This is an optimization exercise on Yosys and OpenROAD, whose aim is small area and a short achievable clock period, not a production implementation.
Where RTL was checked, it was by simulation tests only, not by an equivalence proof against the original.
Power and IR drop assume default switching activity.

==> module shifter_io_wrapper, before the edit <==
module shifter_io_wrapper #(
    parameter integer WIDTH = 32,
    parameter integer BLOCK = 16
)(
    input  wire             clk,
    input  wire             v_in,
    input  wire [1:0]       opcode,
    input  wire [4:0]       shamt,
    input  wire [31:0]      din,
    output reg  [31:0]      dout,
    output reg              v_out
);
    genvar i;
    wire is_left  = (opcode == 2'b00);
    wire is_leftn = ~is_left;
    wire fill     = (opcode == 2'b10) & din[31];
    wire filln    = ~fill;
    wire [4:3] shn = ~shamt[4:3];
    wire [31:0] d1;    
    wire [31:0] d2;    
    wire [31:0] d3;    
    generate
        for (i = 0; i < 32; i = i + 1) begin : g_s1
            mux_inv u_rev (.a(din[i]), .b(din[31-i]), .s(is_left), .sn(is_leftn), .y(d1[i]));
            mux_inv u_16 (.a(d1[i]), .b(i + 16 < 32 ? d1[(i + 16) % 32] : filln),
                          .s(shamt[4]), .sn(shn[4]), .y(d2[i]));
            mux_inv u_8  (.a(d2[i]), .b(i + 8 < 32 ? d2[(i + 8) % 32] : fill),
                          .s(shamt[3]), .sn(shn[3]), .y(d3[i]));
        end
    endgenerate
    reg [31:0] m_datan;             
    reg [2:0]  m_sh, m_shn;
    reg        m_left, m_leftn;
    reg        m_fill, m_v;
    always @(posedge clk) begin
        m_datan <= d3;
        m_sh    <= shamt[2:0];
        m_shn   <= ~shamt[2:0];
        m_left  <= is_left;
        m_leftn <= is_leftn;
        m_fill  <= fill;
        m_v     <= v_in;
    end
    wire m_filln = ~m_fill;
    wire [31:0] e1;    
    wire [31:0] e2;    
    wire [31:0] e3;    
    wire [31:0] e4;    
    generate
        for (i = 0; i < 32; i = i + 1) begin : g_s2
            mux_inv u_4   (.a(m_datan[i]), .b(i + 4 < 32 ? m_datan[(i + 4) % 32] : m_filln),
                           .s(m_sh[2]), .sn(m_shn[2]), .y(e1[i]));
            mux_inv u_2   (.a(e1[i]), .b(i + 2 < 32 ? e1[(i + 2) % 32] : m_fill),
                           .s(m_sh[1]), .sn(m_shn[1]), .y(e2[i]));
            mux_inv u_1   (.a(e2[i]), .b(i + 1 < 32 ? e2[(i + 1) % 32] : m_filln),
                           .s(m_sh[0]), .sn(m_shn[0]), .y(e3[i]));
            mux_buf u_rev (.a(e3[i]), .b(e3[31-i]), .s(m_left), .sn(m_leftn), .y(e4[i]));
        end
    endgenerate
    always @(posedge clk) begin
        dout  <= e4;
        v_out <= m_v;
    end
endmodule
export LEC_CHECK = 0
export CAP_MARGIN = 20
export CORE_MARGIN = 2
export CORE_UTILIZATION = 40
export SETUP_SLACK_MARGIN = 0.8
export SLEW_MARGIN = 20
export SYNTH_HIERARCHICAL = 1
create_clock -name core_clock -period 2.5 [get_ports {clk}]
standard.sh (not shown) runs the stock make flow with config.mk's settings and CLKGATE_MAP_FILE= SYNTH_SCRIPT=/design/flow/synth_recipe.tcl, a recipe that flattens the netlist after the stock synthesis.
==> flow/flow/run.sh <==
#!/bin/bash
# Standard ORFS layout; only the cell used for the port buffers differs.
set -euo pipefail
bash standard.sh "BUFFER_PORTS_ARGS=-buffer_cell sky130_fd_sc_hd__buf_1" finish > standard_flow.log 2>&1
Then changed:
--- a/flow/design.v
+++ b/flow/design.v
@@ -15,8 +15,28 @@
     output wire y
 );
     assign y = (a | s) & (b | sn);
 endmodule
+module nor2_cell (
+    input  wire a,
+    input  wire b,
+    output wire y
+);
+    assign y = ~(a | b);
+endmodule
+module or2_cell (
+    input  wire a,
+    input  wire b,
+    output wire y
+);
+    assign y = a | b;
+endmodule
+module inv_cell (
+    input  wire a,
+    output wire y
+);
+    assign y = ~a;
+endmodule
 module shifter_io_wrapper #(
     parameter integer WIDTH = 32,
     parameter integer BLOCK = 16
 )(
@@ -28,35 +48,44 @@
     output reg  [31:0]      dout,
     output reg              v_out
 );
     genvar i;
-    wire is_left  = (opcode == 2'b00);
-    wire is_leftn = ~is_left;
+    wire [1:0] is_left, is_leftn;
+    nor2_cell u_l0  (.a(opcode[1]), .b(opcode[0]), .y(is_left[0]));
+    nor2_cell u_l1  (.a(opcode[1]), .b(opcode[0]), .y(is_left[1]));
+    or2_cell  u_ln0 (.a(opcode[1]), .b(opcode[0]), .y(is_leftn[0]));
+    or2_cell  u_ln1 (.a(opcode[1]), .b(opcode[0]), .y(is_leftn[1]));
     wire fill     = (opcode == 2'b10) & din[31];
     wire filln    = ~fill;
     wire [4:3] shn = ~shamt[4:3];
     wire [31:0] d1;    
     wire [31:0] d2;    
     wire [31:0] d3;    
     generate
         for (i = 0; i < 32; i = i + 1) begin : g_s1
-            mux_inv u_rev (.a(din[i]), .b(din[31-i]), .s(is_left), .sn(is_leftn), .y(d1[i]));
+            mux_inv u_rev (.a(din[i]), .b(din[31-i]), .s(is_left[i / 16]), .sn(is_leftn[i / 16]), .y(d1[i]));
             mux_inv u_16 (.a(d1[i]), .b(i + 16 < 32 ? d1[(i + 16) % 32] : filln),
                           .s(shamt[4]), .sn(shn[4]), .y(d2[i]));
             mux_inv u_8  (.a(d2[i]), .b(i + 8 < 32 ? d2[(i + 8) % 32] : fill),
                           .s(shamt[3]), .sn(shn[3]), .y(d3[i]));
         end
     endgenerate
+    wire shn2b, sh2b;
+    inv_cell u_shn2b (.a(shamt[2]), .y(shn2b));
+    inv_cell u_sh2b  (.a(shn2b), .y(sh2b));
     reg [31:0] m_datan;             
     reg [2:0]  m_sh, m_shn;
+    reg        m_sh2b, m_shn2b;     
     reg        m_left, m_leftn;
     reg        m_fill, m_v;
     always @(posedge clk) begin
         m_datan <= d3;
         m_sh    <= shamt[2:0];
         m_shn   <= ~shamt[2:0];
-        m_left  <= is_left;
-        m_leftn <= is_leftn;
+        m_sh2b  <= sh2b;
+        m_shn2b <= shn2b;
+        m_left  <= is_left[0];
+        m_leftn <= is_leftn[0];
         m_fill  <= fill;
         m_v     <= v_in;
     end
     wire m_filln = ~m_fill;
@@ -66,9 +95,9 @@
     wire [31:0] e4;    
     generate
         for (i = 0; i < 32; i = i + 1) begin : g_s2
             mux_inv u_4   (.a(m_datan[i]), .b(i + 4 < 32 ? m_datan[(i + 4) % 32] : m_filln),
-                           .s(m_sh[2]), .sn(m_shn[2]), .y(e1[i]));
+                           .s(i < 16 ? m_sh[2] : m_sh2b), .sn(i < 16 ? m_shn[2] : m_shn2b), .y(e1[i]));
             mux_inv u_2   (.a(e1[i]), .b(i + 2 < 32 ? e1[(i + 2) % 32] : m_fill),
                            .s(m_sh[1]), .sn(m_shn[1]), .y(e2[i]));
             mux_inv u_1   (.a(e2[i]), .b(i + 1 < 32 ? e2[(i + 1) % 32] : m_filln),
                            .s(m_sh[0]), .sn(m_shn[0]), .y(e3[i]));
The new run completed without violations.
Synthesized area came out higher slightly.
Non-clock buffer count is lower by 5.
Worst setup slack got worse by 0.028 ns.
Synthesized cell count climbs slightly.
Die area is higher slightly.
Final cell count increases slightly.
Core utilization came out lower by 1.8 points.
Wire length came out higher slightly.
Power goes up slightly.
For the first run of this note, only the layout was checked, not whether the RTL still works.

[re-timing with driven ports]
The results above use ideal ports. As a check the final layouts listed here were re-extracted and re-timed, cells and wires unchanged.
Step 1 sets driving cells, clkbuf_16 on the clock port and buf_2 on the other inputs (assumed; they add their load-dependent delay and slew).
Step 2 moves the port delays by t, midway between the first and last clock arrival at a register: inputs arrive t later, outputs are due t later. That takes back most of the time a late clock gives input paths.
Slacks: no drivers / after step 1 / after step 2; pairs: no drivers / after step 1.
run	t (ns)	setup WS [ns]	latest minus earliest clock arrival (ns)
the first run	0.375	0.969 / 0.969 / 0.668	0.011 / 0.012
the second run	0.372	0.941 / 0.941 / 0.586	0.007 / 0.008
After both steps every run listed still meets setup and hold. The setup slack of the second run, which loses most, moves by 0.000 ns with the drivers and by -0.355 ns with both steps.
